Context: an optimization exercise on an open-source flow, tuned for small area, a short achievable clock period and few clock cycles per item. The choices shown serve that exercise and are no tape-out recipe. Only simulation tests tie the RTL to the original design; equivalence was not proved. Power is estimated from default activity; no workload was simulated.

`config.mk`:
```
export PLATFORM = sky130hd
export DESIGN_NAME = divider
export DESIGN_NICKNAME = divider
export VERILOG_FILES = /design/flow/design.v
export SDC_FILE = /design/flow/constraint.sdc
export NUM_CORES = 4
export LEC_CHECK = 0
export CAP_MARGIN = 20
export CORE_MARGIN = 2
export CORE_UTILIZATION = 40
export SLEW_MARGIN = 20
```
`constraint.sdc`:
```
create_clock -name core_clock -period 5.0 [get_ports {clk}]
set_input_delay 1.0000 -clock core_clock [delete_from_list [all_inputs] [get_ports {clk}]]
set_output_delay 1.0000 -clock core_clock [all_outputs]
set_load 0.01 [all_outputs]
```
`design.v`:
```
module divider #(
    parameter WIDTH = 32
)(
    input  logic                   clk,
    input  logic                   rst_n,
    input  logic                   start,
    input  logic [WIDTH-1:0]       dividend,
    input  logic [WIDTH-1:0]       divisor,
    output logic [WIDTH-1:0]       quotient,
    output logic [WIDTH-1:0]       remainder,
    output logic                   done
);
    typedef enum logic [1:0] {
        IDLE = 2'd0,
        BUSY = 2'd1,
        DONE = 2'd2
    } state_e;
    state_e current_state, next_state;
    logic [WIDTH-1:0] dividend_reg, divisor_reg, quotient_reg, remainder_reg;
    logic [5:0] count;  
    logic [WIDTH:0] partial;
    assign partial = {remainder_reg, dividend_reg[WIDTH-1]} - {1'b0, divisor_reg};
    always_ff @(posedge clk or negedge rst_n) begin
        if (!rst_n)
            current_state <= IDLE;
        else
            current_state <= next_state;
    end
    always_comb begin
        next_state = current_state;
        case (current_state)
            IDLE: if (start) next_state = BUSY;
            BUSY: if (count == WIDTH) next_state = DONE;
            DONE: next_state = IDLE;
        endcase
    end
    always_ff @(posedge clk or negedge rst_n) begin
        if (!rst_n) begin
            dividend_reg <= '0;
            divisor_reg  <= '0;
            quotient_reg <= '0;
            remainder_reg<= '0;
            count        <= '0;
            done         <= 1'b0;
        end else begin
            case (current_state)
                IDLE: begin
                    done <= 1'b0;
                    if (start) begin
                        dividend_reg <= dividend;
                        divisor_reg  <= divisor;
                        quotient_reg <= '0;
                        remainder_reg<= '0;
                        count        <= '0;
                    end
                end
                BUSY: begin
                    if (count != WIDTH) begin
                        dividend_reg <= {dividend_reg[WIDTH-2:0], 1'b0};
                        if (partial[WIDTH]) begin
                            remainder_reg <= {remainder_reg[WIDTH-2:0], dividend_reg[WIDTH-1]};
                            quotient_reg  <= {quotient_reg[WIDTH-2:0], 1'b0};
                        end else begin
                            remainder_reg <= partial[WIDTH-1:0];
                            quotient_reg  <= {quotient_reg[WIDTH-2:0], 1'b1};
                        end
                    end
                    count <= count + 1;
                end
                DONE: begin
                    done <= 1'b1;
                end
            endcase
        end
    end
    assign quotient  = quotient_reg;
    assign remainder = remainder_reg;
endmodule
```
`run.sh`:
```
#!/bin/bash
# synth_recipe.tcl (not shown) runs the flow's synth.tcl, then flattens the netlist and writes it again
# the make line also repeats each setting of config.mk as NAME=value (left out here)
make -C /OpenROAD-flow-scripts/flow DESIGN_CONFIG=/design/flow/config.mk WORK_HOME=/design/flow/orfs CLKGATE_MAP_FILE= SYNTH_SCRIPT=/design/flow/synth_recipe.tcl finish
```
==> run summary, run 1 <==
* Hold_buf cts at 0
* Worst-path fanout max at 30
* Post-cts sizing count at 0
* Post-CTS Setup Bufs at 0
* Place WS at 1.47 ns
* Final setup vio count at 0
* Clk network pwr share at 22.9%
* Total CTS buffers at 17
* Longest Clk Path Bufs at 2
* Slew Limit Fails at 0
* Startpoint types: flip-flop
* # port buffers at 131
* Most Crowded Layer GR: met2
* Critical Path RT at 5.26 ns
* Worst min-delay path category: flip-flop to flip-flop
* Remaining routing DRC violations at 0
* Synthesized flop and latch total at 137
* Final GP Congestion at 0.874
* GR Util met2 at 29.6%
* Yosys cell types at 65
* Part of the power in registers at 28.4%
* Top cells by count, synth: dfrtp_1, nand2_1, o21ai_0
* P_sw at 0.00238 W
* Post-route insts no fill at 1,108
* Post-synthesis sequential area ratio at 45.1%
* # fillers at 1,639
* Met1 Resource Use GR at 24.5%
* Comb pwr share at 48.7%
* Worst-margin pin slew at 0.937 ns
* Crit-path most repeated cell: inv_1
* Vias per cell at 5.31
* Tot Pwr at 0.00604 W
* First-pass GRT wire length at 29,500 um
* DP HPWL at 12,400 um
* Worst vdd ir at 0.290 mV
* Clock Tree Root: clkbuf_16
* WS Path Type: flip-flop to flip-flop
* Fin. Hold Viols at 0
* Hold Crit Depth at 2
* Max Cap Viol at 0
* Critical path data arrival time at 3.82 ns
* Hold Crit Start: dividend_reg[21]
* Ant diodes at 0
* Most common cell in the netlist: dfrtp_1
* Post-synth top area share at 45.1%
* Yosys top cell by area: dfrtp_1
* Area delta synth->final at 27.5%
* Clock Pin Slew Worst Setup and Hold Paths at 0.06 ns
* Worst reg2reg path depth at 13
* CTS tree: built
* DR iter-0 viols at 289
* Crit path capture type: flip-flop
* Period utilization at 71.2%
* GR Overflow Total at 0
* Slew margin rel. at 37.5%
* Reg-to-reg slack, setup at 1.44 ns
* Worst reg2reg startpoint: dividend_reg[31]
* WL final at 17,800 um
* RSZ-0062 raised after global routing: no
* Post-placement cell count at 1,077
* CP Launch Point: dividend_reg[31]
* Synth Net Count at 852
* Leakage power at 4.44 nW
* Fraction of layout cells with a size suffix above 1 at 9.84%
* CP cell instances: inv_1 -> ha_1 -> inv_1 -> fa_1 -> a211oi_2 -> o211a_1 -> o21ai_1 -> o311ai_2 -> a22oi_2 -> mux2i_1 -> nand2_2 -> o21ai_0 -> a22oi_1
* Status: timing/DRC/antenna clean
* Sinks on Clock Net at 137
* Vias in the first global route at 6,008
* Post-Route Setup TNS at 0 ns
* Via count at 5,887
* Avg WL per Cell at 16.1 um
* IO Count at 132
* Sw Share at 39.4%
* Initial Utilization at 40.6%
* GRT Total Usage at 18.3%
* Total die area at 0.0201 sq mm
* Initial antenna violation count at 0
* Fmax at 281 MHz
* GR Util met3 at 4.02%
* Min Tclk post-route at 3.56 ns
* Row cnt at 50
* Worst path slowest cell: nand2_2
* Register area at 0.00343 sq mm
* Ys Warns at 1
* WHS at 0.480 ns
* Chip height at 142 um
* Post-DRT Antenna Nets at 0
* H-tree levels at 4
* Crit-path max cell delay at 0.56 ns
* Area of the mapped netlist at 0.00760 sq mm
* Post-Syn Instances at 746
* Final WS setup at 1.44 ns
* Top post-synthesis cells by area: dfrtp_1, mux2i_1, ha_1
* Largest net degree at the start of global routing at 100
* Internal power at 0.00366 W
* Core area at 0.0187 sq mm
* Drt pass-1 iters at 5
* Chip width at 142 um
* Post-synth EDFFs at 0
* Fraction of registers with async set or reset after synthesis at 100%
* Clock Latency Late Sink at 0.43 ns
* Mean area per synthesized cell at 10.2 sq um
* Clock skew at 0.00850 ns
* Pwr Density at 623 mW/mm^2
* Area of the multi-input gates at 0.00381 sq mm
* Nets at 968
* Top_reg_cell synth: dfrtp_1
==> power groups by stage <==
stage,clock [W],combinational (W),sequential [W]
after floorplan,0,0.00230,0.00170
after detailed placement,0,0.00295,0.00173
after global placement,0,0.00287,0.00172
after global routing,0.00147,0.00329,0.00177
after CTS,0.00141,0.00297,0.00172
final,0.00138,0.00295,0.00171
==> cells in the final DEF, fill, tap and decap left out, types with 6 or more instances in the layout <==
cell type | synthesis | routed
a21o_1 | 14 | 13
a21oi_1 | 36 | 36
a22o_1 | 35 | 35
a31oi_1 | 6 | 6
clkbuf_16 | 0 | 17
clkdlybuf4s50_1 | 0 | 130
dfrtp_1 | 137 | 137
ha_1 | 38 | 37
inv_1 | 46 | 46
mux2_2 | 32 | 32
mux2i_1 | 58 | 58
nand2_1 | 88 | 88
nand3_1 | 11 | 11
nor2_1 | 22 | 21
o21a_1 | 9 | 9
o21ai_0 | 62 | 62
o21ai_1 | 16 | 16
xnor2_1 | 19 | 19
xor2_1 | 10 | 10
==> critical path: cells and delay by family, from the launching register on <==
family                     cells  cell delay, ns
AOI/OAI and AO/OA              7            1.49
and+or+nand+nor                1            0.56
DFF                            1            0.38
buffers and inverters          2            0.13
adders and majority gates      2            0.61
muxes                          1            0.23
==> cells by family (layout without fill, tap and decap cells) <==
kind of cell | after synthesis | in the layout | synth area share [%]
AOI/OAI and AO/OA | 219 | 219 | 19.1
and+or+nand+nor | 147 | 147 | 8.61
DFF | 137 | 137 | 45.1
muxes | 90 | 90 | 12.4
buffers and inverters | 85 | 213 | 4.95
adders and majority gates | 39 | 39 | 6.52
xor gates and xnor gates | 29 | 29 | 3.34
==> path summary, 6_finish.rpt <==
check                                          to
worst max-delay path            remainder_reg[31]
worst min-delay path             dividend_reg[21]
worst max register to register  remainder_reg[31]
worst min register to register   dividend_reg[21]
max in group asynchronous         quotient_reg[9]
min in group asynchronous        quotient_reg[30]
==> layer usage <==
metal	part of all wire, %	up-vias
met4	1.5	0
met3	4.1	20
li1	-	2888
met1	48	2838
met5	0	-
met2	47	141
==> per-stage QoR <==
| step | utilization [%] | instance area (sq um) |
|---|---|---|
| final | 51.8 | 9690 |
| after floorplan | - | 7600 |
| after CTS | 51.8 | 9690 |
| after global routing | 51.8 | 9690 |
| after global placement | 48.4 | 9050 |
| after detailed placement | 48.4 | 9050 |
==> layout make-up <==
cell class | instances | share of cell area [%]
clock buffer | 20 | 4.61
clock inverter | 11 | 2.00
inverter | 46 | 1.78
multi-input combinational | 524 | 39.3
sequential | 137 | 35.4
tap | 234 | 3.02
timing repair buffer | 136 | 13.9
Testbench counts, summed over its fixed seeds: cycles 44,800, items 1,280.
==> run 2, diff against run 1 <==
==> design.v (replaced) <==
module divider #(
    parameter WIDTH = 32
)(
    input  logic                   clk,
    input  logic                   rst_n,
    input  logic                   start,
    input  logic [WIDTH-1:0]       dividend,
    input  logic [WIDTH-1:0]       divisor,
    output logic [WIDTH-1:0]       quotient,
    output logic [WIDTH-1:0]       remainder,
    output logic                   done
);
    logic        busy;
    logic [4:0]  cnt;           
    logic [31:0] rem_reg;       
    logic [31:0] dq_reg;        
    logic [31:0] dsr_reg;       
    logic [4:0] msb;
    always_comb begin
        msb = 5'd0;
        for (int i = 1; i < 32; i++)
            if (divisor[i]) msb = i[4:0];
    end
    logic [4:0]  skip;
    assign skip = {msb[4:2], 2'b00};
    logic [63:0] pre;
    assign pre = {32'd0, dividend} << skip;
    logic [32:0] partial;
    assign partial = {rem_reg, dq_reg[31]} - {1'b0, dsr_reg};
    always_ff @(posedge clk or negedge rst_n) begin
        if (!rst_n) begin
            busy <= 1'b0;
            done <= 1'b0;
        end else begin
            done <= busy && cnt == 5'd0;
            if (start)
                busy <= 1'b1;
            else if (cnt == 5'd0)
                busy <= 1'b0;
        end
    end
    always_ff @(posedge clk) begin
        if (start) begin
            rem_reg <= pre[63:32];
            dq_reg  <= pre[31:0];
            dsr_reg <= divisor;
            cnt     <= ~skip;
        end else if (busy) begin
            cnt    <= cnt - 5'd1;
            dq_reg <= {dq_reg[30:0], ~partial[32]};
            rem_reg <= partial[32] ? {rem_reg[30:0], dq_reg[31]} : partial[31:0];
        end
    end
    assign quotient  = dq_reg;
    assign remainder = rem_reg;
endmodule
--- a/config.mk
+++ b/config.mk
@@ -5,6 +5,7 @@
 export SDC_FILE = /design/flow/constraint.sdc
 export NUM_CORES = 4
 export LEC_CHECK = 0
+export ABC_CLOCK_PERIOD_IN_PS = 3000
 export CAP_MARGIN = 20
 export CORE_MARGIN = 2
 export CORE_UTILIZATION = 40
==> run summary, run 2 <==
* Hold Crit Start: busy
* Commonest non-fill, non-tap cell in the layout: clkdlybuf4s50_1
* Sinks on Clock Net at 103
* Clock skew at 0.0108 ns
* Worst-path fanout max at 33
* Final GP Congestion at 0.885
* Chip width at 135 um
* Post-synthesis sequential area ratio at 45.1%
* Post-synth EDFFs at 101
* Remaining routing DRC violations at 0
* Clk network pwr share at 16.8%
* Post-Synth Adder-Cell Area at 6.52%
* WL final at 21,700 um
* Post-route cell area at 0.00870 sq mm
* Slew Limit Fails at 0
* Critical path data arrival time at 4.18 ns
* Multiplexer share of the synthesized area at 8.43%
* Top post-synthesis cells by area: edfxtp_1, mux2i_1, ha_1
* Fraction of registers with async set or reset after synthesis at 1.94%
* Post-Route Setup TNS at 0 ns
* Top cells by count, synth: edfxtp_1, nand2_1, a21oi_1
* Sw Share at 40.8%
* Worst reg2reg startpoint: dq_reg[31]
* Synthesized flop and latch total at 103
* Row cnt at 47
* DR iter-0 viols at 403
* Crit path capture type: flip-flop
* Drt pass-1 iters at 5
* Min Tclk post-route at 4.06 ns
* Top_reg_cell synth: edfxtp_1
* Compound-Gate Fraction of Synth Area at 19.5%
* Total CTS buffers at 9
* Area of the multi-input gates at 0.00345 sq mm
* Critical Path RT at 5.11 ns
* Area of the mapped netlist at 0.00683 sq mm
* GRT Total Usage at 23.8%
* Startpoint types: primary input
* Initial Utilization at 41.0%
* Fin. Hold Viols at 0
* Worst vdd ir at 0.224 mV
* Internal power at 0.00253 W
* Area delta synth->final at 27.3%
* Post-DRT Antenna Nets at 0
* Post-Syn Instances at 685
* Via count at 6,017
* Clock Tree Root: clkbuf_16
* Fmax at 246 MHz
* Metal3 WL at 1290 um
* Post-Synth Simple-Gate Area at 12.3%
* Uppermost routed layer: met4
* Register area at 0.00308 sq mm
* Tot Pwr at 0.00428 W
* # fillers at 1,531
* WS Path Type: primary input to flip-flop
* Vias per cell at 5.81
* First-pass GRT wire length at 33,400 um
* Slew margin rel. at 33.9%
* # port buffers at 131
* Leakage power at 3.72 nW
* Most frequent cells in the layout: clkdlybuf4s50_1, edfxtp_1, nand2_1, a21oi_1, mux2i_1
* Initial antenna violation count at 0
* Pwr Density at 492 mW/mm^2
* Vias in the first global route at 6,028
* Ys Warns at 1
* P_sw at 0.00175 W
* Chip height at 135 um
* Max Cap Viol at 0
* Metal-1 WL at 9850 um
* Clock Latency Late Sink at 0.36 ns
* H-tree levels at 3
* Fraction of layout cells with a size suffix above 1 at 5.64%
* Yosys top cell by area: edfxtp_1
* Status: timing/DRC/antenna clean
* Largest family of logic cells by synthesized area: compound AO/OA/AOI/OAI gates
* Ant diodes at 0
* Worst min-delay path category: flip-flop to flip-flop
* CP cell instances: clkdlybuf4s50_1 -> nor4_1 -> a21boi_0 -> o21ai_4 -> buf_12 -> mux2i_1 -> nor2_1 -> a21oi_1 -> o21ai_0 -> mux2_2
* CP Launch Point: divisor[16]
* CTS tree: built
* Delay-heaviest family, CP: compound AO/OA/AOI/OAI gates
* Worst-margin pin slew at 0.991 ns
* Yosys cell types at 60
* Synth Area in XOR/XNOR at 3.59%
* Clock Pin Slew Worst Setup and Hold Paths at 0.08 ns
* Post-CTS Setup Bufs at 0
* Cell area after placement at 0.00841 sq mm
* RSZ-0062 raised after global routing: no
* Part of the power in registers at 31.7%
* Total die area at 0.0181 sq mm
* Hold_buf cts at 0
* Crit-path max cell delay at 0.73 ns
* Period utilization at 81.3%
* DP HPWL at 16,300 um
* Worst path bufs/invs at 2
* IO Count at 132
* GR Overflow Total at 0
* Worst path slowest cell: nor4_1
* Core area at 0.0166 sq mm
* Avg WL per Cell at 20.9 um
* Largest net degree at the start of global routing at 84
* Post-synth top area share at 44.4%
* Mean area per synthesized cell at 9.97 sq um
* Most common cell in the netlist: edfxtp_1
* Longest Clk Path Bufs at 2
* Final setup vio count at 0
* Final Util at 52.3%
* Met2 wire length at 10,200 um
* Synth Net Count at 787
* Nets at 913
* Comb pwr share at 51.5%
* Post-cts sizing count at 0
* WHS at 0.483 ns
## run 2: metrics by stage
step                      cells  setup slack (ns)
after floorplan             685              1.49
after global placement     1020             0.678
after detailed placement   1020             0.640
after CTS                  1036             0.915
after global routing       1036             0.706
final                      1036             0.936
## run 2: layout make-up
type / instances / share of cell area (%)
Multi-Input combinational cell: 506 / 39.7
Sequential cell: 103 / 35.4
Timing Repair Buffer: 145 / 16.4
Tap cell: 220 / 3.17
Clock buffer: 9 / 2.59
Inverter: 46 / 2.00
Clock inverter: 7 / 0.719
## run 2: worst reg2reg max path, cell delays in order (launching register included)
cell      delay (ns)
edfxtp_1        0.39
inv_1           0.06
ha_1            0.21
fa_1            0.38
nor2b_1         0.19
o211ai_1        0.15
a211oi_1        0.42
o211ai_2        0.19
a21oi_1         0.37
o21a_1          0.24
o311a_4         0.40
clkinv_2        0.33
nand2_1         0.30
o21ai_0         0.14
## run 2: per-layer routing
metal  vias to the layer above  GRT usage (%)
li1                       2819              -
met1                      2938           33.2
met2                       233           38.4
met3                        27           4.62
met4                         0           5.73
met5                         -              0
## run 2: kinds of logic (layout without fill, tap and decap cells)
family | after synthesis | in the layout
simple gates | 185 | 185
fa+ha+maj | 35 | 35
compound gates | 201 | 201
mux | 57 | 57
flops | 103 | 103
buf+inv | 76 | 207
xor+xnor | 28 | 28
## run 2: worst paths after layout
path / end / slack, ns / cells past startpoint
max: dq_reg[27] / 0.94 / 10
min: busy / 0.48 / 2
max reg2reg: rem_reg[17] / 0.98 / 13
min reg2reg: busy / 0.48 / 2
max in group asynchronous: done / 4.09 / 1
min in group asynchronous: busy / 0.79 / 1
## run 2: power by group through the flow
stage          combinational [W]  clock [W]  sequential (W)
2_1_floorplan            0.00140          0         0.00138
4_1_cts                  0.00219   0.000728         0.00135
3_3_place_gp             0.00214          0         0.00137
6_report                 0.00220   0.000720         0.00135
5_1_grt                  0.00241   0.000759         0.00138
3_5_place_dp             0.00217          0         0.00137
Testbench counts of run 2, summed over its fixed seeds: cycles 25,488, items 1,280.
==> run 3, diff against run 2 <==
--- a/config.mk
+++ b/config.mk
@@ -5,7 +5,7 @@
 export SDC_FILE = /design/flow/constraint.sdc
 export NUM_CORES = 4
 export LEC_CHECK = 0
-export ABC_CLOCK_PERIOD_IN_PS = 3000
+export ABC_AREA = 1
 export CAP_MARGIN = 20
 export CORE_MARGIN = 2
 export CORE_UTILIZATION = 40
==> run summary, run 3 <==
* Status: timing/DRC/antenna clean
* Vias per cell at 5.30
* Startpoint types: primary input
* Longest Clk Path Bufs at 2
* Via count at 8,190
* Fraction of layout cells with a size suffix above 1 at 4.78%
* Initial Utilization at 40.5%
* GRT Total Usage at 24.9%
* Post-synth top area share at 37.4%
* Hold_buf cts at 0
* Synth Net Count at 1,261
* Final Util at 49.7%
* Nets at 1,372
* Hold Crit Start: busy
* Mean area per synthesized cell at 7.00 sq um
* Fmax at 267 MHz
* Ys Warns at 1
* Pwr Density at 483 mW/mm^2
* RSZ-0062 raised after global routing: no
* Clock skew at 0.0212 ns
* RR Endpoint: rem_reg[22]
* Top post-synthesis cells by area: edfxtp_1, nand3_1, nand2_1
* Drt pass-1 iters at 5
* P_sw at 0.00224 W
* Crit path capture type: flip-flop
* Cell area after placement at 0.00964 sq mm
* Sinks on Clock Net at 103
* Final GP Congestion at 0.911
* CP Launch Point: divisor[18]
* Clock Pin Slew Worst Setup and Hold Paths at 0.09 ns
* Period utilization at 74.9%
* Ant diodes at 0
* Slew Limit Fails at 0
* First-pass GRT wire length at 41,300 um
* Clk network pwr share at 16.4%
* Post-cts sizing count at 0
* Internal power at 0.00257 W
* Worst reg2reg startpoint: dq_reg[31]
* Initial antenna violation count at 0
* Synthesized flop and latch total at 103
* Yosys top cell by area: edfxtp_1
* Avg WL per Cell at 17.4 um
* Post-CTS Setup Bufs at 0
* Post-DRT Antenna Nets at 0
* # fillers at 2,142
* Post-synth EDFFs at 101
* Most frequent cells in the layout: nand2_1, nand3_1, inv_1, clkdlybuf4s50_1, edfxtp_1
* Comb pwr share at 55.1%
* Part of the power in registers at 28.4%
* DR iter-0 viols at 754
* Chip height at 146 um
* Yosys cell types at 37
* Worst reg2reg path depth at 17
* Worst vdd ir at 0.197 mV
* Chip width at 146 um
* # port buffers at 131
* Core area at 0.0200 sq mm
* Row cnt at 52
* Slew margin rel. at 36.3%
* Clock Latency Late Sink at 0.38 ns
* Top cells by count, synth: nand2_1, nand3_1, inv_1
* IO Count at 132
* Worst-margin pin slew at 0.956 ns
* Clock Tree Root: clkbuf_16
* WL final at 26,900 um
* Post-synthesis sequential area ratio at 38.0%
* Sw Share at 46.6%
* Most common cell in the netlist: nand2_1
* Commonest non-fill, non-tap cell in the layout: nand2_1
* GR Overflow Total at 0
* Vias in the first global route at 7,625
* Remaining routing DRC violations at 0
* DP HPWL at 21,000 um
* Reg-to-reg slack, setup at 1.88 ns
* Worst-path fanout max at 40
* Fin. Hold Viols at 0
* Max Cap Viol at 0
* Final setup vio count at 0
* Area delta synth->final at 22.9%
* Min Tclk post-route at 3.75 ns
* Leakage power at 4.67 nW
* Area of the mapped netlist at 0.00811 sq mm
* Total die area at 0.0214 sq mm
* Post-Route Setup TNS at 0 ns
* Total CTS buffers at 9
* Fraction of registers with async set or reset after synthesis at 1.94%
* WS Path Type: primary input to flip-flop
* WHS at 0.550 ns
* Top_reg_cell synth: edfxtp_1
* Critical Path RT at 5.23 ns
* H-tree levels at 3
* Post-route cell area at 0.00996 sq mm
* Crit path to: dq_reg[23]
* Post-Syn Instances at 1,159
* Worst min-delay path category: flip-flop to flip-flop
* Largest net degree at the start of global routing at 71
* CTS tree: built
* Critical path data arrival time at 3.98 ns
[run 3: cell count changes after synthesis, sizes merged, moves of 9 or more]
cell	before	now
buf	8	24
a21oi	61	32
mux2i	53	0
nand3	12	259
nand4	3	16
nor2	52	82
inv	44	166
nand2	70	345
o21ai	44	28
xor2	14	5
[run 3: cells by family (layout without fill, tap and decap cells)]
family                   after synthesis  in the layout  synth area share, %
adder cells (fa/ha/maj)               35             35                 5.49
XOR/XNOR                              16             16                 1.73
AND/OR/NAND/NOR                      724            724                 39.6
AO/OA/AOI/OAI                         73             73                 5.08
flip-flops                           103            103                 38.0
buffers and inverters                208            324                 10.1
[run 3: worst min-delay path by stage]
stage / to / cells after the start
floorplan: done / 2
global placement: done / 2
detailed placement: dq_reg[8] / 2
CTS: done / 2
global route: done / 2
finish: done / 2
[run 3: area by class of cell]
cell class	count	area, sq um	area share, %
Clock buffer	9	225	2.26
Clock inverter	7	98.8	0.992
Inverter	168	631	6.33
Multi-Input combinational cell	848	4220	42.3
Sequential cell	103	3080	30.9
Tap cell	270	338	3.39
Timing Repair Buffer	140	1370	13.8
[run 3: metrics by stage]
| step | instances | setup WS (ns) | total power, W |
|---|---|---|---|
| 3_5_place_dp | 1529 | 0.951 | 0.00400 |
| 5_1_grt | 1545 | 1.07 | 0.00517 |
| 3_3_place_gp | 1529 | 0.977 | 0.00399 |
| 4_1_cts | 1545 | 1.32 | 0.00481 |
| 2_1_floorplan | 1159 | 1.75 | 0.00310 |
| 6_report | 1545 | 1.25 | 0.00482 |
[run 3: critical path, cell delays in order]
cell and delay [ns]:
clkdlybuf4s50_1 0.41, nor2_1 0.12, nor3b_1 0.66, nand2_1 0.15
nor3_1 0.30, nand2_1 0.26, inv_2 0.61, nand3_1 0.29
nand3_1 0.13
[run 3: per-layer routing]
layer | global-route usage [%] | vias to the layer above | part of all wire [%]
li1 | - | 4053 | -
met1 | 34.1 | 3767 | 44
met2 | 40.7 | 332 | 47
met3 | 4.34 | 38 | 7.1
met4 | 7.33 | 0 | 2.4
met5 | 0 | - | 0
[run 3: power by group through the flow]
stage	combinational (W)	clock [W]	sequential, W
5_1_grt	0.00296	0.000828	0.00139
6_report	0.00266	0.000791	0.00137
4_1_cts	0.00263	0.000803	0.00137
2_1_floorplan	0.00172	0	0.00138
3_3_place_gp	0.00261	0	0.00139
3_5_place_dp	0.00262	0	0.00139
==> run 4, diff against run 3 <==
--- a/config.mk
+++ b/config.mk
@@ -5,7 +5,6 @@
 export SDC_FILE = /design/flow/constraint.sdc
 export NUM_CORES = 4
 export LEC_CHECK = 0
-export ABC_AREA = 1
 export CAP_MARGIN = 20
 export CORE_MARGIN = 2
 export CORE_UTILIZATION = 40
==> run summary, run 4 <==
* Clock Tree Root: clkbuf_16
* Fin. Hold Viols at 0
* Most frequent cells in the layout: clkdlybuf4s50_1, edfxtp_1, nand2_1, a21oi_1, mux2i_1
* Yosys cell types at 60
* Drt pass-1 iters at 5
* Total die area at 0.0181 sq mm
* CTS tree: built
* Chip height at 135 um
* Vias in the first global route at 6,028
* Top_reg_cell synth: edfxtp_1
* Clock Latency Late Sink at 0.36 ns
* Clock Pin Slew Worst Setup and Hold Paths at 0.08 ns
* Crit path capture type: flip-flop
* Final GP Congestion at 0.885
* Period utilization at 81.3%
* Hold_buf cts at 0
* Final setup vio count at 0
* Slew margin rel. at 33.9%
* Total CTS buffers at 9
* Fmax at 246 MHz
* Clock skew at 0.0108 ns
* Ys Warns at 1
* Top post-synthesis cells by area: edfxtp_1, mux2i_1, ha_1
* # port buffers at 131
* Worst vdd ir at 0.224 mV
* Place WS at 0.640 ns
* RSZ-0062 raised after global routing: no
* Worst-path fanout max at 33
* Chip width at 135 um
* Post-cts sizing count at 0
* Via count at 6,017
* # fillers at 1,531
* Longest Clk Path Bufs at 2
* Ant diodes at 0
* Synthesized flop and latch total at 103
* Initial Utilization at 41.0%
* Post-CTS Setup Bufs at 0
* Worst reg2reg startpoint: dq_reg[31]
* WL final at 21,700 um
* Post-placement cell count at 1,020
* Critical path data arrival time at 4.18 ns
* Most common cell in the netlist: edfxtp_1
* Post-synthesis sequential area ratio at 45.1%
* Mean area per synthesized cell at 9.97 sq um
* Worst-margin pin slew at 0.991 ns
* Status: timing/DRC/antenna clean
* H-tree levels at 3
* Largest net degree at the start of global routing at 84
* Initial antenna violation count at 0
* Pwr Density at 492 mW/mm^2
* Min Tclk post-route at 4.06 ns
* Reg-to-reg slack, setup at 0.98 ns
* Top cells by count, synth: edfxtp_1, nand2_1, a21oi_1
* Sinks on Clock Net at 103
* Slew Limit Fails at 0
* WHS Endpoint: busy
* Post-synth EDFFs at 101
* Row cnt at 47
* Worst reg2reg path depth at 13
* Leakage power at 3.72 nW
* WS Path Type: primary input to flip-flop
* Post-synth top area share at 44.4%
* GRT Total Usage at 23.8%
* Max Cap Viol at 0
* GR Overflow Total at 0
* Post-Route Setup TNS at 0 ns
* Fraction of registers with async set or reset after synthesis at 1.94%
* RR Endpoint: rem_reg[17]
* Remaining routing DRC violations at 0
* IO Count at 132
* Avg WL per Cell at 20.9 um
* Hold Crit Start: busy
* Hold Crit Depth at 2
* Commonest non-fill, non-tap cell in the layout: clkdlybuf4s50_1
* Worst min-delay path category: flip-flop to flip-flop
* Area of the mapped netlist at 0.00683 sq mm
* Nets at 913
* Final WS setup at 0.936 ns
* Yosys top cell by area: edfxtp_1
* Post-Syn Instances at 685
* Startpoint types: primary input
* Post-route insts no fill at 1,036
* Fraction of layout cells with a size suffix above 1 at 5.64%
* Critical Path RT at 5.11 ns
* Vias per cell at 5.81
* Synth Net Count at 787
* Core area at 0.0166 sq mm
* First-pass GRT wire length at 33,400 um
* DP HPWL at 16,300 um
* Area delta synth->final at 27.3%
* DR iter-0 viols at 403
* Post-DRT Antenna Nets at 0
run 4: power by group:
| group | internal [W] | switching [W] | total (W) |
|---|---|---|---|
| combinational | 0.000999 | 0.00120 | 0.00220 |
| clock | 0.000353 | 0.000367 | 0.000720 |
| sequential | 0.00118 | 0.000175 | 0.00135 |
run 4: metrics by stage:
stage / hold slack [ns] / area, sq um / total power, W / util [%]
2_1_floorplan: 0.446 / 6830 / 0.00278 / -
3_3_place_gp: 0.458 / 8410 / 0.00351 / 50.5
3_5_place_dp: 0.469 / 8410 / 0.00354 / 50.5
4_1_cts: 0.487 / 8700 / 0.00428 / 52.3
5_1_grt: 0.528 / 8700 / 0.00455 / 52.3
6_report: 0.483 / 8700 / 0.00428 / 52.3
run 4: final cells by class:
type	instances	area (sq um)	share of cell area (%)
Clock buffer	9	225	2.59
Clock inverter	7	62.6	0.719
Inverter	46	174	2.00
Multi-Input combinational cell	506	3450	39.7
Sequential cell	103	3080	35.4
Tap cell	220	275	3.17
Timing Repair Buffer	145	1420	16.4
run 4: kinds of logic (layout without fill, tap and decap cells):
family	count (synthesis)	after routing	share of synthesized area [%]
xor gates and xnor gates	28	28	3.59
buffers and inverters	76	207	4.51
AOI/OAI and AO/OA	201	201	19.5
DFF	103	103	45.1
muxes	57	57	8.43
and+or+nand+nor	185	185	12.3
adders and majority gates	35	35	6.52
run 4: routing by layer:
layer  vias up  GRT usage (%)  wire [um]
met5         -              0          0
met3        27           4.62       1290
met4         0           5.73        324
met1      2938           33.2       9850
met2       233           38.4      10200
li1       2819              -          -
run 4: worst max path at each step:
stage,startpoint,to,slack [ns],cells past startpoint
3_5_place_dp,divisor[17],dq_reg[27],0.64,9
4_1_cts,dq_reg[31],rem_reg[17],0.92,13
2_1_floorplan,start,cnt[0],1.49,4
5_1_grt,dq_reg[31],rem_reg[17],0.71,13
6_report,divisor[16],dq_reg[27],0.94,10
3_3_place_gp,divisor[15],dq_reg[27],0.68,11
run 4: critical path, stage by stage:
cell and delay (ns):
clkdlybuf4s50_1 0.43, nor4_1 0.73, a21boi_0 0.36, o21ai_4 0.24
buf_12 0.25, mux2i_1 0.31, nor2_1 0.07, a21oi_1 0.24
o21ai_0 0.21, mux2_2 0.31
==> run 5, diff against run 4 <==
==> flow/run.sh (new file) <==
#!/bin/bash
# The standard layout, with each port buffered by a sky130 buf_1 instead of
# the buffer buffer_ports picks by default.
set -euo pipefail
export BUFFER_PORTS_ARGS="-buffer_cell sky130_fd_sc_hd__buf_1"
bash standard.sh > standard.log 2>&1
==> standard.sh (new file) <==
#!/bin/bash
# synth_recipe.tcl (not shown) runs the flow's synth.tcl, then flattens the netlist and writes it again
# the make line also repeats each setting of config.mk as NAME=value (left out here)
make -C /OpenROAD-flow-scripts/flow DESIGN_CONFIG=/design/flow/config.mk WORK_HOME=/design/flow/orfs CLKGATE_MAP_FILE= SYNTH_SCRIPT=/design/flow/synth_recipe.tcl "${@:-finish}"
removed: run.sh
==> run summary, run 5 <==
* Max Cap Viol at 0
* Total CTS buffers at 9
* Clock Tree Root: clkbuf_16
* First-pass GRT wire length at 31,700 um
* Post-cts sizing count at 0
* Top post-synthesis cells by area: edfxtp_1, mux2i_1, ha_1
* Row cnt at 47
* Chip height at 135 um
* Core area at 0.0166 sq mm
* Yosys cell types at 60
* Drt pass-1 iters at 7
* Status: timing/DRC/antenna clean
* Longest Clk Path Bufs at 2
* Total die area at 0.0181 sq mm
* Post-synthesis sequential area ratio at 45.1%
* Initial antenna violation count at 0
* Final WS setup at 1.00 ns
* Commonest non-fill, non-tap cell in the layout: buf_1
* Fmax at 250 MHz
* Clock Pin Slew Worst Setup and Hold Paths at 0.08 ns
* Post-synth top area share at 44.4%
* Slew margin rel. at 25.8%
* Synth Net Count at 787
* Mean area per synthesized cell at 9.97 sq um
* Fraction of layout cells with a size suffix above 1 at 5.17%
* WL final at 20,400 um
* Period utilization at 79.9%
* # port buffers at 131
* Top cells by count, synth: edfxtp_1, nand2_1, a21oi_1
* Sinks on Clock Net at 103
* Via count at 5,936
* GRT Total Usage at 22.6%
* Worst vdd ir at 0.187 mV
* Largest net degree at the start of global routing at 84
* Synthesized flop and latch total at 103
* Chip width at 135 um
* DP HPWL at 15,500 um
* Reg-to-reg slack, setup at 1.00 ns
* Slew Limit Fails at 0
* Place WS at 0.744 ns
* Clock skew at 0.0124 ns
* Top_reg_cell synth: edfxtp_1
* Fraction of registers with async set or reset after synthesis at 1.94%
* GR Overflow Total at 0
* Most common cell in the netlist: edfxtp_1
* WS Path Type: flip-flop to flip-flop
* RR Endpoint: rem_reg[7]
* Yosys top cell by area: edfxtp_1
* IO Count at 132
* Nets at 910
* Worst reg2reg path depth at 13
* # fillers at 1,580
* Min Tclk post-route at 4.00 ns
* Post-Route Setup TNS at 0 ns
* Fin. Hold Viols at 0
* Vias per cell at 5.75
* H-tree levels at 3
* Ant diodes at 0
* Worst-path fanout max at 26
* Hold_buf cts at 0
* Leakage power at 3.36 nW
* Critical path data arrival time at 4.11 ns
* Worst min-delay path category: primary input to async pin
* Area of the mapped netlist at 0.00683 sq mm
* Critical Path RT at 5.11 ns
* Worst reg2reg startpoint: dq_reg[31]
* Final setup vio count at 0
* Post-Syn Instances at 685
* Clock Latency Late Sink at 0.36 ns
* RSZ-0062 raised after global routing: no
* Avg WL per Cell at 19.8 um
* Worst-margin pin slew at 1.11 ns
* Post-CTS Setup Bufs at 0
* Remaining routing DRC violations at 0
* Vias in the first global route at 5,860
* Post-synth EDFFs at 101
* Final GP Congestion at 0.850
* Final Util at 47.2%
* Startpoint types: flip-flop
* CTS tree: built
* Ys Warns at 1
* Initial Utilization at 41.0%
* DR iter-0 viols at 435
* Post-DRT Antenna Nets at 0
* Pwr Density at 514 mW/mm^2
* Most frequent cells in the layout: buf_1, edfxtp_1, nand2_1, a21oi_1, mux2i_1
* Area delta synth->final at 14.9%
* Crit path capture type: flip-flop
==> run 5: cell counts after synthesis <==
No cell type changed its count.
==> run 5: power breakdown <==
group          leakage, nW  internal [W]  total [W]  switching [W]
combinational         2.10      0.000787    0.00197        0.00118
sequential            1.12       0.00118    0.00135       0.000171
clock                0.142      0.000350   0.000709       0.000360
==> run 5: cells by family (layout without fill, tap and decap cells) <==
group                      count (synthesis)  after routing  share of synthesized area (%)
DFF                                      103            103                           45.1
muxes                                     57             57                           8.43
AOI/OAI and AO/OA                        201            201                           19.5
buffers and inverters                     76            204                           4.51
adders and majority gates                 35             35                           6.52
and+or+nand+nor                          185            185                           12.3
xor gates and xnor gates                  28             28                           3.59
==> run 5: how the worst max path moves through the flow <==
stage | from | to | slack [ns] | cells past startpoint
floorplan | start | cnt[0] | 1.49 | 4
global placement | divisor[9] | dq_reg[24] | 0.77 | 11
detailed placement | divisor[9] | rem_reg[3] | 0.74 | 10
CTS | dq_reg[31] | rem_reg[5] | 1.02 | 13
global route | dq_reg[31] | rem_reg[2] | 0.69 | 14
finish | dq_reg[31] | rem_reg[7] | 1.00 | 13
==> run 5: worst max-delay path: stages, from the launching register on <==
cell and delay, ns:
edfxtp_1 0.38, inv_1 0.05, ha_1 0.22, fa_1 0.39, nor2b_1 0.19, o211ai_1 0.15
a211oi_1 0.45, o211ai_2 0.18, a21oi_1 0.36, o21a_1 0.24, o311a_4 0.33, buf_4 0.31
o21ai_1 0.11, a221o_1 0.36
==> run 5: layout make-up <==
| type | count | area (sq um) | area share, % |
|---|---|---|---|
| Multi-Input combinational cell | 506 | 3450 | 44.0 |
| Sequential cell | 103 | 3080 | 39.3 |
| Timing Repair Buffer | 142 | 576 | 7.33 |
| Tap cell | 220 | 275 | 3.51 |
| Clock buffer | 9 | 225 | 2.87 |
| Inverter | 46 | 174 | 2.22 |
| Clock inverter | 7 | 61.3 | 0.781 |
==> run 5: through the flow <==
step                cells  total power, W  cell area, sq um  hold WS, ns
floorplan             685         0.00278              6830        0.446
global placement     1017         0.00327              7560        0.466
detailed placement   1017         0.00330              7560        0.468
CTS                  1033         0.00403              7850        0.400
global route         1033         0.00432              7850        0.415
finish               1033         0.00403              7850        0.411
==> run 5: routing by layer <==
layer	track usage [%]	vias to the layer above	share of wire, %
li1	-	2824	-
met1	31.2	2807	45
met2	35.4	261	45
met3	4.02	44	7.0
met4	8.95	0	2.8
met5	0	-	0
==> run 6, diff against run 5 <==
--- a/config.mk
+++ b/config.mk
@@ -8,4 +8,5 @@
 export CAP_MARGIN = 20
 export CORE_MARGIN = 2
 export CORE_UTILIZATION = 40
+export SETUP_SLACK_MARGIN = 1
 export SLEW_MARGIN = 20
==> run summary, run 6 <==
* Leakage power at 3.36 nW
* Commonest non-fill, non-tap cell in the layout: buf_1
* WS Path Type: primary input to flip-flop
* Clock Tree Root: clkbuf_16
* Post-synth top area share at 44.4%
* Final setup vio count at 0
* Initial Utilization at 41.0%
* Synthesized flop and latch total at 103
* DR iter-0 viols at 419
* Clk network pwr share at 17.5%
* Clock Latency Late Sink at 0.36 ns
* Synth Net Count at 787
* Status: timing/DRC/antenna clean
* Post-cts sizing count at 0
* Startpoint types: primary input
* Post-CTS Setup Bufs at 0
* DP HPWL at 15,500 um
* Post-Route Setup TNS at 0 ns
* Clock skew at 0.0101 ns
* Post-Synth Simple-Gate Area at 12.3%
* Sw Share at 42.5%
* Top_reg_cell synth: edfxtp_1
* Internal power at 0.00232 W
* Row cnt at 47
* First-pass GRT wire length at 31,700 um
* Crit path capture type: flip-flop
* Register area at 0.00308 sq mm
* Remaining routing DRC violations at 0
* Clock Pin Slew Worst Setup and Hold Paths at 0.08 ns
* Initial antenna violation count at 0
* Worst reg2reg startpoint: rem_reg[10]
* Yosys top cell by area: edfxtp_1
* Top cells by count, synth: edfxtp_1, nand2_1, a21oi_1
* Core area at 0.0166 sq mm
* Max Cap Viol at 0
* Post-synthesis sequential area ratio at 45.1%
* Pwr Density at 513 mW/mm^2
* Sinks on Clock Net at 103
* Synth Area in XOR/XNOR at 3.59%
* Fmax at 262 MHz
* Largest net degree at the start of global routing at 84
* Nets at 910
* Worst-path fanout max at 33
* Worst min-delay path category: primary input to async pin
* Total die area at 0.0181 sq mm
* Critical path data arrival time at 3.89 ns
* RR Endpoint: rem_reg[7]
* Compound-Gate Fraction of Synth Area at 19.5%
* Post-Syn Instances at 685
* Period utilization at 76.4%
* Drt pass-1 iters at 5
* Part of the power in registers at 33.4%
* Place WS at 0.744 ns
* Critical Path RT at 5.07 ns
* Chip width at 135 um
* Vias per cell at 5.77
* Fraction of layout cells with a size suffix above 1 at 5.66%
* Mean area per synthesized cell at 9.97 sq um
* Final WS setup at 1.18 ns
* Fin. Hold Viols at 0
* Largest family of logic cells by synthesized area: compound AO/OA/AOI/OAI gates
* Worst reg2reg path depth at 12
* Avg WL per Cell at 19.8 um
* Vias in the first global route at 5,860
* Top post-synthesis cells by area: edfxtp_1, mux2i_1, ha_1
* Slew margin rel. at 26.0%
* Post-DRT Antenna Nets at 0
* Yosys cell types at 60
* GRT Total Usage at 22.6%
* RSZ-0062 raised after global routing: yes
* Ant diodes at 0
* H-tree levels at 3
* # port buffers at 131
* Fraction of registers with async set or reset after synthesis at 1.94%
* Comb pwr share at 49.1%
* # fillers at 1,582
* Most common cell in the netlist: edfxtp_1
* Area delta synth->final at 15.3%
* Most frequent cells in the layout: buf_1, edfxtp_1, nand2_1, a21oi_1, mux2i_1
* Slew Limit Fails at 0
* CP Launch Point: divisor[12]
* Min Tclk post-route at 3.82 ns
* Area of the mapped netlist at 0.00683 sq mm
* CTS tree: built
* Chip height at 135 um
* Post-Synth Adder-Cell Area at 6.52%
* Hold_buf cts at 0
* Final GP Congestion at 0.850
* GR Overflow Total at 0
* Longest Clk Path Bufs at 2
* IO Count at 132
* Reg-to-reg slack, setup at 1.25 ns
* Total CTS buffers at 9
* Ys Warns at 1
* WHS at 0.412 ns
* Worst-margin pin slew at 1.11 ns
* Via count at 5,964
* Area of the multi-input gates at 0.00347 sq mm
* Crit path to: rem_reg[3]
* P_sw at 0.00172 W
* WL final at 20,400 um
* Worst vdd ir at 0.188 mV
* Multiplexer share of the synthesized area at 8.43%
* Post-synth EDFFs at 101
run 6: cell counts after synthesis:
No cell type changed its count.
run 6: area by class of cell:
| cell class | instances | share of cell area (%) |
|---|---|---|
| Clock inverter | 7 | 0.779 |
| Sequential cell | 103 | 39.2 |
| Tap cell | 220 | 3.50 |
| Multi-Input combinational cell | 506 | 44.1 |
| Timing Repair Buffer | 142 | 7.36 |
| Inverter | 46 | 2.21 |
| Clock buffer | 9 | 2.86 |
run 6: worst min-delay path by stage:
stage / slack (ns) / end / startpoint / depth (start not counted)
2_1_floorplan: 0.45 / busy / busy / 2
3_3_place_gp: 0.47 / busy / busy / 2
3_5_place_dp: 0.47 / busy / busy / 2
4_1_cts: 0.40 / done / rst_n / 1
5_1_grt: 0.41 / done / rst_n / 1
6_report: 0.41 / done / rst_n / 1
run 6: through the flow:
stage                     total power, W  utilization [%]  cells  area, sq um
final                            0.00404             47.3   1033         7870
after CTS                        0.00403             47.2   1033         7850
after detailed placement         0.00330             45.4   1017         7560
after global routing             0.00434             47.3   1033         7870
after floorplan                  0.00278                -    685         6830
after global placement           0.00327             45.4   1017         7560
run 6: power groups by stage:
| stage | registers [W] | logic, W | clock network [W] |
|---|---|---|---|
| 2_1_floorplan | 0.00138 | 0.00140 | 0 |
| 3_3_place_gp | 0.00137 | 0.00190 | 0 |
| 3_5_place_dp | 0.00137 | 0.00194 | 0 |
| 4_1_cts | 0.00135 | 0.00196 | 0.000725 |
| 5_1_grt | 0.00138 | 0.00221 | 0.000748 |
| 6_report | 0.00135 | 0.00198 | 0.000708 |
run 6: kinds of logic after synthesis:
| logic type | after synthesis |
|---|---|
| flops | 103 |
| fa+ha+maj | 35 |
| compound gates | 201 |
| simple gates | 185 |
| mux | 57 |
| xor+xnor | 28 |
| buf+inv | 76 |
run 6: critical path, stage by stage:
cell and delay [ns]:
buf_1 0.10, nor4_1 0.65, a21bo_2 0.30, a21boi_0 0.42, o21ai_4 0.06, buf_4 0.28, mux2i_1 0.31, mux2i_1 0.20
o21ai_0 0.41, a21oi_1 0.12
run 6: metal layers:
| layer | global-route usage (%) | share of wire (%) |
|---|---|---|
| met5 | 0 | 0 |
| met4 | 8.95 | 2.4 |
| met1 | 31.2 | 45 |
| met3 | 4.02 | 7.1 |
| met2 | 35.4 | 46 |
==> run 7, diff against run 6 <==
--- a/config.mk
+++ b/config.mk
@@ -8,5 +8,5 @@
 export CAP_MARGIN = 20
 export CORE_MARGIN = 2
 export CORE_UTILIZATION = 40
-export SETUP_SLACK_MARGIN = 1
+export SETUP_SLACK_MARGIN = 2
 export SLEW_MARGIN = 20
==> run summary, run 7 <==
* Post-Syn Instances at 685
* GR Overflow Total at 0
* Cell area after placement at 0.00758 sq mm
* Clock skew at 0.0122 ns
* Final Util at 58.9%
* Longest Clk Path Bufs at 2
* Synth Net Count at 787
* Post-Route Setup TNS at 0 ns
* Fraction of layout cells with a size suffix above 1 at 28.8%
* Initial antenna violation count at 0
* Hold_buf cts at 0
* Multiplexer share of the synthesized area at 8.43%
* Fin. Hold Viols at 0
* Yosys cell types at 60
* Top_reg_cell synth: edfxtp_1
* Status: timing/DRC/antenna clean
* Ant diodes at 0
* Sinks on Clock Net at 103
* Initial Utilization at 41.0%
* Post-synthesis sequential area ratio at 45.1%
* WS Path Type: flip-flop to flip-flop
* Critical path data arrival time at 3.47 ns
* Mean area per synthesized cell at 9.97 sq um
* Synthesized flop and latch total at 103
* Total CTS buffers at 9
* Commonest non-fill, non-tap cell in the layout: buf_1
* Post-synth top area share at 44.4%
* Post-route cell area at 0.00980 sq mm
* Max Cap Viol at 0
* Via count at 6,730
* Clock Latency Late Sink at 0.37 ns
* RSZ-0062 raised after global routing: yes
* Top post-synthesis cells by area: edfxtp_1, mux2i_1, ha_1
* Yosys top cell by area: edfxtp_1
* Area of the mapped netlist at 0.00683 sq mm
* Clock Pin Slew Worst Setup and Hold Paths at 0.08 ns
* Final setup vio count at 0
* Worst min-delay path category: primary input to async pin
* Largest family of logic cells by synthesized area: compound AO/OA/AOI/OAI gates
* Post-synth EDFFs at 101
* Clock Tree Root: clkbuf_16
* Avg WL per Cell at 22.9 um
* Most frequent cells in the layout: buf_1, edfxtp_1, nand2_1, buf_4, inv_1
* First-pass GRT wire length at 37,100 um
* CTS tree: built
* Leakage power at 3.75 nW
* Total die area at 0.0181 sq mm
* Drt pass-1 iters at 8
* WHS at 0.398 ns
* Tot Pwr at 0.00539 W
* Vias in the first global route at 6,589
* Nets at 985
* Most common cell in the netlist: edfxtp_1
* Reg-to-reg slack, setup at 1.63 ns
* H-tree levels at 3
* Chip width at 135 um
* Top cells by count, synth: edfxtp_1, nand2_1, a21oi_1
* DP HPWL at 16,300 um
* Fraction of registers with async set or reset after synthesis at 1.94%
* Pwr Density at 550 mW/mm^2
* Crit path capture type: flip-flop
* Synth Area in XOR/XNOR at 3.59%
* Worst-path fanout max at 7
* Largest net degree at the start of global routing at 57
* Chip height at 135 um
* Ys Warns at 1
* Critical Path RT at 5.10 ns
* Slew margin rel. at 26.0%
* Post-DRT Antenna Nets at 0
* Worst-margin pin slew at 1.11 ns
* Worst vdd ir at 0.272 mV
* WL final at 25,400 um
* Min Tclk post-route at 3.37 ns
* Final GP Congestion at 0.936
* Area delta synth->final at 43.5%
* GRT Total Usage at 27.0%
* Fmax at 297 MHz
* Post-Synth Simple-Gate Area at 12.3%
* Slew Limit Fails at 0
* Core area at 0.0166 sq mm
* Vias per cell at 6.07
* Post-Synth Adder-Cell Area at 6.52%
* Remaining routing DRC violations at 0
* Row cnt at 47
* # port buffers at 131
* Period utilization at 67.4%
* Startpoint types: flip-flop
* DR iter-0 viols at 578
* IO Count at 132
* Compound-Gate Fraction of Synth Area at 19.5%
run 7: cell counts after synthesis:
No cell type changed its count.
run 7: metal layers:
layer	routed length, um	share of wire (%)	GRT usage (%)	up-vias
met1	9960	39	34.3	3231
met2	12200	48	44.6	422
li1	-	-	-	3002
met5	0	0	0	-
met4	789	3.1	9.94	0
met3	2470	9.7	6.64	75
run 7: cells by family (layout without fill, tap and decap cells):
| group | Yosys count | count (layout) |
|---|---|---|
| adder cells (fa/ha/maj) | 35 | 35 |
| XOR/XNOR | 28 | 28 |
| flip-flops | 103 | 103 |
| AO/OA/AOI/OAI | 201 | 208 |
| buffers and inverters | 76 | 271 |
| AND/OR/NAND/NOR | 185 | 186 |
| multiplexers | 57 | 57 |
run 7: metrics by stage:
| step | setup WS, ns | cells |
|---|---|---|
| after floorplan | 1.75 | 685 |
| after detailed placement | 0.945 | 1015 |
| after CTS | 1.76 | 1089 |
| final | 1.63 | 1108 |
| after global routing | 1.48 | 1108 |
| after global placement | 0.973 | 1015 |
run 7: repair_timing:
| item | in CTS | in global routing |
|---|---|---|
| resized for setup | 153 | 81 |
| cloned | 11 | 1 |
| pin swaps | 38 | 44 |
| setup buffers | 47 | 18 |
| endpoints found under the setup margin | 62 | 56 |
run 7: layout make-up:
class / count / area [sq um]
flip-flops and latches: 103 / 3080
inverters: 46 / 185
fillers: 1371 / 6840
repair buffers: 209 / 1290
clock inverters: 5 / 86.3
multi-input cells: 514 / 4640
clock buffers: 11 / 243
well taps: 220 / 275
run 7: worst max-delay path, cell delays in order (launching register included):
cell      delay, ns
edfxtp_1       0.45
ha_4           0.25
a211o_1        0.28
a21oi_2        0.16
or3b_4         0.42
o211ai_4       0.21
a21oi_4        0.09
o211ai_1       0.30
buf_4          0.17
o311a_4        0.29
clkinv_8       0.08
buf_12         0.13
mux2i_1        0.18
a21oi_1        0.10
run 7: power breakdown:
part | total (W) | switching, W | internal, W
combinational | 0.00321 | 0.00175 | 0.00146
sequential | 0.00137 | 0.000194 | 0.00118
clock | 0.000801 | 0.000342 | 0.000459
total | 0.00539 | 0.00228 | 0.00310
run 7: path summary, 6_finish.rpt:
check	start	to	cells past startpoint
setup / recovery	rem_reg[10]	rem_reg[13]	13
hold / removal	rst_n	done	1
hold reg to reg	busy	busy	2
min in group core_clock	busy	busy	2
setup reg to reg	rem_reg[10]	rem_reg[13]	13
max in group asynchronous	rst_n	busy	1
==> run 8, diff against run 7 <==
==> design.v (replaced) <==
module divider #(
    parameter WIDTH = 32
)(
    input  logic                   clk,
    input  logic                   rst_n,
    input  logic                   start,
    input  logic [WIDTH-1:0]       dividend,
    input  logic [WIDTH-1:0]       divisor,
    output logic [WIDTH-1:0]       quotient,
    output logic [WIDTH-1:0]       remainder,
    output logic                   done
);
    logic        busy;
    logic [3:0]  cnt;           
    logic [31:0] rem_reg;       
    logic [31:0] dq_reg;        
    logic [31:0] dsr_reg;       
    logic [4:0] msb;
    always_comb begin
        msb = 5'd0;
        for (int i = 1; i < 32; i++)
            if (divisor[i]) msb = i[4:0];
    end
    logic [4:0]  skip;
    assign skip = {msb[4:2], 2'b00};
    logic [63:0] pre;
    assign pre = {32'd0, dividend} << skip;
    logic [33:0] w;
    logic [34:0] d1, d2, d3;
    assign w  = {rem_reg, dq_reg[31:30]};
    assign d1 = {1'b0, w} - {3'b0, dsr_reg};
    assign d2 = {1'b0, w} - {2'b0, dsr_reg, 1'b0};
    logic [34:0] a3, nd, n2d, s3, cy3;
    assign a3  = {1'b0, w};
    assign nd  = ~{3'b0, dsr_reg};
    assign n2d = ~{2'b0, dsr_reg, 1'b0};
    assign s3  = a3 ^ nd ^ n2d;
    assign cy3 = (a3 & nd) | (a3 & n2d) | (nd & n2d);
    assign d3  = s3 - ~{cy3[33:0], 1'b1};
    logic [1:0]  qd;
    logic [31:0] rnext;
    always_comb begin
        if (!d3[34])      begin qd = 2'd3; rnext = d3[31:0]; end
        else if (!d2[34]) begin qd = 2'd2; rnext = d2[31:0]; end
        else if (!d1[34]) begin qd = 2'd1; rnext = d1[31:0]; end
        else              begin qd = 2'd0; rnext = w[31:0];  end
    end
    always_ff @(posedge clk or negedge rst_n) begin
        if (!rst_n) begin
            busy <= 1'b0;
            done <= 1'b0;
        end else begin
            done <= busy && cnt == 4'd0;
            if (start)
                busy <= 1'b1;
            else if (cnt == 4'd0)
                busy <= 1'b0;
        end
    end
    always_ff @(posedge clk) begin
        if (start) begin
            rem_reg  <= pre[63:32];
            dq_reg   <= pre[31:0];
            dsr_reg  <= divisor;
            cnt      <= {~msb[4:2], 1'b1};
        end else if (busy) begin
            cnt     <= cnt - 4'd1;
            dq_reg  <= {dq_reg[29:0], qd};
            rem_reg <= rnext;
        end
    end
    assign quotient  = dq_reg;
    assign remainder = rem_reg;
endmodule
==> run.sh (new file) <==
#!/bin/bash
# synth_recipe.tcl (not shown) runs the flow's synth.tcl, then flattens the netlist and writes it again
# the make line also repeats each setting of config.mk as NAME=value (left out here)
make -C /OpenROAD-flow-scripts/flow DESIGN_CONFIG=/design/flow/config.mk WORK_HOME=/design/flow/orfs CLKGATE_MAP_FILE= SYNTH_SCRIPT=/design/flow/synth_recipe.tcl finish
--- a/config.mk
+++ b/config.mk
@@ -8,5 +8,4 @@
 export CAP_MARGIN = 20
 export CORE_MARGIN = 2
 export CORE_UTILIZATION = 40
-export SETUP_SLACK_MARGIN = 2
 export SLEW_MARGIN = 20
removed: flow/run.sh
removed: standard.sh
==> run summary, run 8 <==
* Status: timing/DRC/antenna clean
* GR Overflow Total at 0
* Post-cts sizing count at 0
* Post-route cell area at 0.0131 sq mm
* H-tree levels at 3
* Most frequent cells in the layout: clkdlybuf4s50_1, a21oi_1, ha_1, edfxtp_1, nand2_1
* Slew margin rel. at 32.2%
* Post-Route Setup TNS at 0 ns
* Ant diodes at 0
* Fraction of registers with async set or reset after synthesis at 1.96%
* # port buffers at 131
* CTS tree: built
* RR Endpoint: rem_reg[12]
* Worst vdd ir at 0.244 mV
* Area delta synth->final at 18.1%
* Top post-synthesis cells by area: edfxtp_1, ha_1, fa_1
* Post-synth EDFFs at 99
* Final setup vio count at 0
* Drt pass-1 iters at 8
* Area of the mapped netlist at 0.0111 sq mm
* Critical Path RT at 5.18 ns
* Top cells by count, synth: a21oi_1, ha_1, edfxtp_1
* Synth Net Count at 1,397
* Internal power at 0.00460 W
* Mean area per synthesized cell at 9.26 sq um
* Crit path capture type: flip-flop
* Post-CTS Setup Bufs at 0
* Max Cap Viol at 0
* Pwr Density at 727 mW/mm^2
* Avg WL per Cell at 22.6 um
* DP HPWL at 29,800 um
* RSZ-0062 raised after global routing: no
* P_sw at 0.00491 W
* IO Count at 132
* Worst-path fanout max at 12
* Worst min-delay path category: flip-flop to flip-flop
* Clock Pin Slew Worst Setup and Hold Paths at 0.10 ns
* Critical path data arrival time at 4.86 ns
* Worst reg2reg startpoint: dsr_reg[1]
* Top_reg_cell synth: edfxtp_1
* Via count at 10,223
* Fmax at 213 MHz
* Worst reg2reg path depth at 13
* Commonest non-fill, non-tap cell in the layout: clkdlybuf4s50_1
* Initial antenna violation count at 0
* Leakage power at 5.61 nW
* Hold Crit Start: cnt[0]
* Chip width at 170 um
* WL final at 38,300 um
* Most common cell in the netlist: a21oi_1
* Yosys cell types at 93
* First-pass GRT wire length at 59,100 um
* Nets at 1,517
* Cell area after placement at 0.0128 sq mm
* Period utilization at 93.7%
* DR iter-0 viols at 964
* Worst-margin pin slew at 1.02 ns
* WHS at 0.549 ns
* Min Tclk post-route at 4.69 ns
* Final Util at 48.3%
* Clock skew at 0.0229 ns
* Core area at 0.0271 sq mm
* Initial Utilization at 40.9%
* Hold Crit Depth at 2
* Post-synth top area share at 26.8%
* Remaining routing DRC violations at 0
* Hold_buf cts at 0
* Sinks on Clock Net at 102
* Post-DRT Antenna Nets at 0
* Sw Share at 51.6%
* Longest Clk Path Bufs at 2
* WS Path Type: flip-flop to flip-flop
* Post-Syn Instances at 1,196
* Yosys top cell by area: edfxtp_1
* # fillers at 2,607
* Part of the power in registers at 17.8%
* Comb pwr share at 74.1%
* Ys Warns at 1
* GRT Total Usage at 26.7%
* Total CTS buffers at 9
* Synthesized flop and latch total at 102
* Vias in the first global route at 9,964
* WHS Endpoint: cnt[0]
* Clk network pwr share at 8.2%
* Row cnt at 60
* Startpoint types: flip-flop
* Clock Latency Late Sink at 0.38 ns
* Slew Limit Fails at 0
* Reg-to-reg slack, setup at 0.31 ns
* Final GP Congestion at 0.939
* Fraction of layout cells with a size suffix above 1 at 5.75%
* Post-synthesis sequential area ratio at 27.5%
* Total die area at 0.0290 sq mm
* Fin. Hold Viols at 0
* Chip height at 170 um
* Clock Tree Root: clkbuf_16
* Vias per cell at 6.04
* Largest net degree at the start of global routing at 68
run 8: cell count changes after synthesis, moves of 25 or more:
cell,delta
a21oi_1,+45
fa_1,+33
ha_1,+66
o21ai_0,+33
nand2_1,+26
xnor2_1,+25
nor2_1,+31
a21o_1,+34
run 8: power by group through the flow:
stage	clock network, W	logic (W)	registers, W
after global routing	0.000809	0.00767	0.00173
after floorplan	0	0.00483	0.00169
after detailed placement	0	0.00689	0.00170
after global placement	0	0.00691	0.00170
final	0.000776	0.00704	0.00169
after CTS	0.000785	0.00696	0.00169
run 8: through the flow:
| stage | cells | total power, W | setup slack, ns |
|---|---|---|---|
| 2_1_floorplan | 1196 | 0.00652 | 1.37 |
| 3_3_place_gp | 1677 | 0.00862 | 0.413 |
| 3_5_place_dp | 1677 | 0.00859 | 0.410 |
| 4_1_cts | 1693 | 0.00943 | 0.401 |
| 5_1_grt | 1693 | 0.0102 | 0.0854 |
| 6_report | 1693 | 0.00951 | 0.313 |
run 8: how the worst max path moves through the flow:
stage                      from     endpoint  slack (ns)  cells after the start
CTS                 dsr_reg[14]  rem_reg[11]        0.40                     12
global placement    dsr_reg[14]  rem_reg[12]        0.41                     13
finish               dsr_reg[1]  rem_reg[12]        0.31                     13
global route        dsr_reg[25]  rem_reg[11]        0.09                     12
floorplan           rem_reg[13]  rem_reg[16]        1.37                     12
detailed placement  dsr_reg[14]  rem_reg[11]        0.41                     12
run 8: kinds of logic after synthesis:
group / synth area share, %
AOI/OAI and AO/OA: 26.3
xor gates and xnor gates: 5.93
adders and majority gates: 17.4
buffers and inverters: 4.35
DFF: 27.5
muxes: 5.20
and+or+nand+nor: 13.3
run 8: metal layers:
layer | track usage (%) | vias up | routed length (um)
met5 | 0 | - | 0
met4 | 7.73 | 0 | 1110
met3 | 5.37 | 50 | 3180
met2 | 40.7 | 466 | 16500
met1 | 38.2 | 4905 | 17500
li1 | - | 4802 | -
run 8: worst max-delay path, cell delays in order, from the launching register on:
cell and delay, ns:
edfxtp_1 0.42, inv_1 0.22, fa_1 0.50, ha_1 0.30
nand2b_1 0.09, a211oi_2 0.30, o211ai_2 0.20, a2111oi_4 0.41
a2111oi_4 0.11, o41ai_4 0.67, nor2_4 0.21, nand2_1 0.57
a211oi_1 0.15, a211oi_1 0.30
run 8: final cells by class:
type                       count  area [sq um]  share of cell area, %
multi-input combinational    990          7550                   57.7
tap                          372           465                   3.56
sequential                   102          3040                   23.3
timing repair buffer         153          1500                   11.5
clock buffer                  10           239                   1.83
inverter                      60           225                   1.72
clock inverter                 6          57.6                  0.440
Testbench counts of run 8, summed over its fixed seeds: cycles 13,384, items 1,280.
==> run 9, diff against run 8 <==
--- a/config.mk
+++ b/config.mk
@@ -8,4 +8,5 @@
 export CAP_MARGIN = 20
 export CORE_MARGIN = 2
 export CORE_UTILIZATION = 40
+export SETUP_SLACK_MARGIN = 1
 export SLEW_MARGIN = 20
==> run summary, run 9 <==
* Status: timing/DRC/antenna clean
* Fin. Hold Viols at 0
* Slew margin rel. at 36.0%
* Vias per cell at 6.07
* Clock Pin Slew Worst Setup and Hold Paths at 0.09 ns
* Mean area per synthesized cell at 9.26 sq um
* Critical Path RT at 5.09 ns
* Crit path capture type: flip-flop
* Worst min-delay path category: flip-flop to flip-flop
* Final WS setup at 1.02 ns
* Most frequent cells in the layout: clkdlybuf4s50_1, a21oi_1, edfxtp_1, ha_1, nand2_1
* Total die area at 0.0290 sq mm
* DP HPWL at 29,800 um
* Total CTS buffers at 9
* CTS tree: built
* Core area at 0.0271 sq mm
* Final setup vio count at 0
* Clock Tree Root: clkbuf_16
* Hold_buf cts at 0
* DR iter-0 viols at 946
* Post-DRT Antenna Nets at 0
* Place WS at 0.410 ns
* Reg-to-reg slack, setup at 1.10 ns
* Most common cell in the netlist: a21oi_1
* Leakage power at 5.78 nW
* Worst-path fanout max at 29
* IO Count at 132
* Largest net degree at the start of global routing at 68
* Fraction of layout cells with a size suffix above 1 at 10.4%
* GRT Total Usage at 26.8%
* Chip width at 170 um
* Avg WL per Cell at 22.5 um
* Period utilization at 79.6%
* Synthesized flop and latch total at 102
* GR Overflow Total at 0
* Remaining routing DRC violations at 0
* Post-synth top area share at 26.8%
* Via count at 10,436
* Tot Pwr at 0.00998 W
* First-pass GRT wire length at 59,300 um
* Post-synth EDFFs at 99
* Slew Limit Fails at 0
* Row cnt at 60
* WL final at 38,700 um
* Final GP Congestion at 0.939
* Yosys top cell by area: edfxtp_1
* Vias in the first global route at 10,048
* Post-Syn Instances at 1,196
* Post-Route Setup TNS at 0 ns
* Initial Utilization at 40.9%
* # port buffers at 131
* WS Path Type: primary input to flip-flop
* Fmax at 251 MHz
* Top cells by count, synth: a21oi_1, ha_1, edfxtp_1
* Synth Net Count at 1,397
* Top_reg_cell synth: edfxtp_1
* H-tree levels at 3
* Area of the mapped netlist at 0.0111 sq mm
* Worst-margin pin slew at 0.956 ns
* Drt pass-1 iters at 7
* Critical path data arrival time at 4.07 ns
* Top post-synthesis cells by area: edfxtp_1, ha_1, fa_1
* Worst vdd ir at 0.249 mV
* Yosys cell types at 93
* Startpoint types: primary input
* Longest Clk Path Bufs at 2
* Area delta synth->final at 21.5%
* Clock Latency Late Sink at 0.39 ns
* Post-route cell area at 0.0135 sq mm
* Sinks on Clock Net at 102
* Clock skew at 0.0254 ns
* Fraction of registers with async set or reset after synthesis at 1.96%
* Post-synthesis sequential area ratio at 27.5%
* RSZ-0062 raised after global routing: yes
* Chip height at 170 um
* Cell area after placement at 0.0128 sq mm
* Initial antenna violation count at 0
* WHS at 0.547 ns
* Pwr Density at 741 mW/mm^2
* Ys Warns at 1
* Min Tclk post-route at 3.98 ns
* Ant diodes at 0
* Max Cap Viol at 0
* Nets at 1,544
* Commonest non-fill, non-tap cell in the layout: clkdlybuf4s50_1
==> run 9: cell counts after synthesis <==
Identical to the previous run, type by type.
==> run 9: cells by family (layout without fill, tap and decap cells) <==
group | after synthesis | count (layout) | synth area share (%)
simple gates | 304 | 304 | 13.3
buf+inv | 104 | 256 | 4.35
compound gates | 420 | 420 | 26.3
fa+ha+maj | 134 | 134 | 17.4
mux | 57 | 57 | 5.20
xor+xnor | 75 | 75 | 5.93
flops | 102 | 102 | 27.5
==> run 9: area by class of cell <==
class                      instances  area [sq um]
tap                              372           465
clock buffer                      10           239
multi-input combinational        990          7720
inverter                          60           225
clock inverter                     6          57.6
fill                            2586         13600
sequential                       102          3040
timing repair buffer             180          1710
==> run 9: critical path, cell delays in order <==
cell	delay, ns
clkdlybuf4s50_1	0.46
nor4_1	0.71
nand2_1	0.22
or2_2	0.65
and3_1	0.33
a222oi_1	0.58
o21ai_1	0.13
==> run 9: power by group <==
part	internal, W	switching, W
registers	0.00132	0.000346
logic	0.00320	0.00433
clock network	0.000368	0.000410
total	0.00489	0.00509
==> run 9: metal layers <==
layer | vias to the layer above | global-route usage, % | part of all wire [%]
met5 | - | 0 | 0
met4 | 0 | 7.88 | 2.8
met3 | 50 | 5.37 | 8.9
met2 | 507 | 40.9 | 43
met1 | 5030 | 38.2 | 45
li1 | 4849 | - | -
==> run 9: worst paths after layout <==
check                           cells after the start         from     endpoint
max in group asynchronous                           1        rst_n         done
worst max-delay path                                7  divisor[28]  rem_reg[11]
worst min register to register                      2       cnt[0]       cnt[0]
worst min-delay path                                2       cnt[0]       cnt[0]
min in group asynchronous                           1        rst_n         busy
worst max register to register                     15   dsr_reg[1]  rem_reg[16]
==> run 9: timing repair <==
| item | 4_1_cts | 5_1_grt |
|---|---|---|
| setup buffers | 10 | 17 |
| pin swaps | 5 | 6 |
| endpoints found under the setup margin | 32 | 33 |
| resized for setup | 9 | 42 |
| endpoints found under the hold margin | 0 | 0 |
==> run 9: through the flow <==
stage / util (%) / std cells
5_1_grt: 49.7 / 1720
3_3_place_gp: 47.2 / 1677
3_5_place_dp: 47.2 / 1677
6_report: 49.7 / 1720
2_1_floorplan: - / 1196
4_1_cts: 48.7 / 1703

separate check: timing with driven ports:
How much do the figures lean on ideal ports? The routed layouts below were timed once more, with nothing changed but the port constraints.
Step 1 sets driving cells, clkbuf_16 on the clock port and buf_2 on the other inputs (assumed; they add their load-dependent delay and slew).
Step 2 times the ports against the registers' clock, not the clock port: input delays grow and output delays shrink by t, the midpoint of the rising clock arrivals with the driver on.
Slacks: ideal ports / drivers / drivers and shift; pairs: ideal ports / drivers.
run	shift t [ns]	setup WS [ns]	clock arrival spread, ns	worst register clock-pin slew, ns	worst data-port slew with drivers (ns)
run 1	0.463	1.440 / 1.440 / 1.440	0.008 / 0.008	0.06 / 0.06	0.06
run 2	0.401	0.936 / 0.961 / 0.560	0.011 / 0.011	0.08 / 0.08	0.04
run 3	0.412	1.253 / 1.275 / 0.863	0.021 / 0.022	0.10 / 0.10	0.04
run 4	0.401	0.936 / 0.961 / 0.560	0.011 / 0.011	0.08 / 0.08	0.04
run 5	0.400	1.004 / 1.004 / 0.712	0.013 / 0.013	0.08 / 0.08	0.04
run 6	0.398	1.182 / 1.202 / 0.804	0.011 / 0.011	0.08 / 0.08	0.04
run 7	0.407	1.630 / 1.630 / 1.436	0.016 / 0.016	0.08 / 0.08	0.05
run 8	0.421	0.313 / 0.313 / 0.313	0.024 / 0.024	0.10 / 0.10	0.07
run 9	0.422	1.019 / 1.047 / 0.625	0.026 / 0.026	0.10 / 0.10	0.06
After both steps every run listed still meets setup and hold. The setup slack of run 9, which loses most, moves by +0.028 ns with the drivers and by -0.394 ns with both steps.
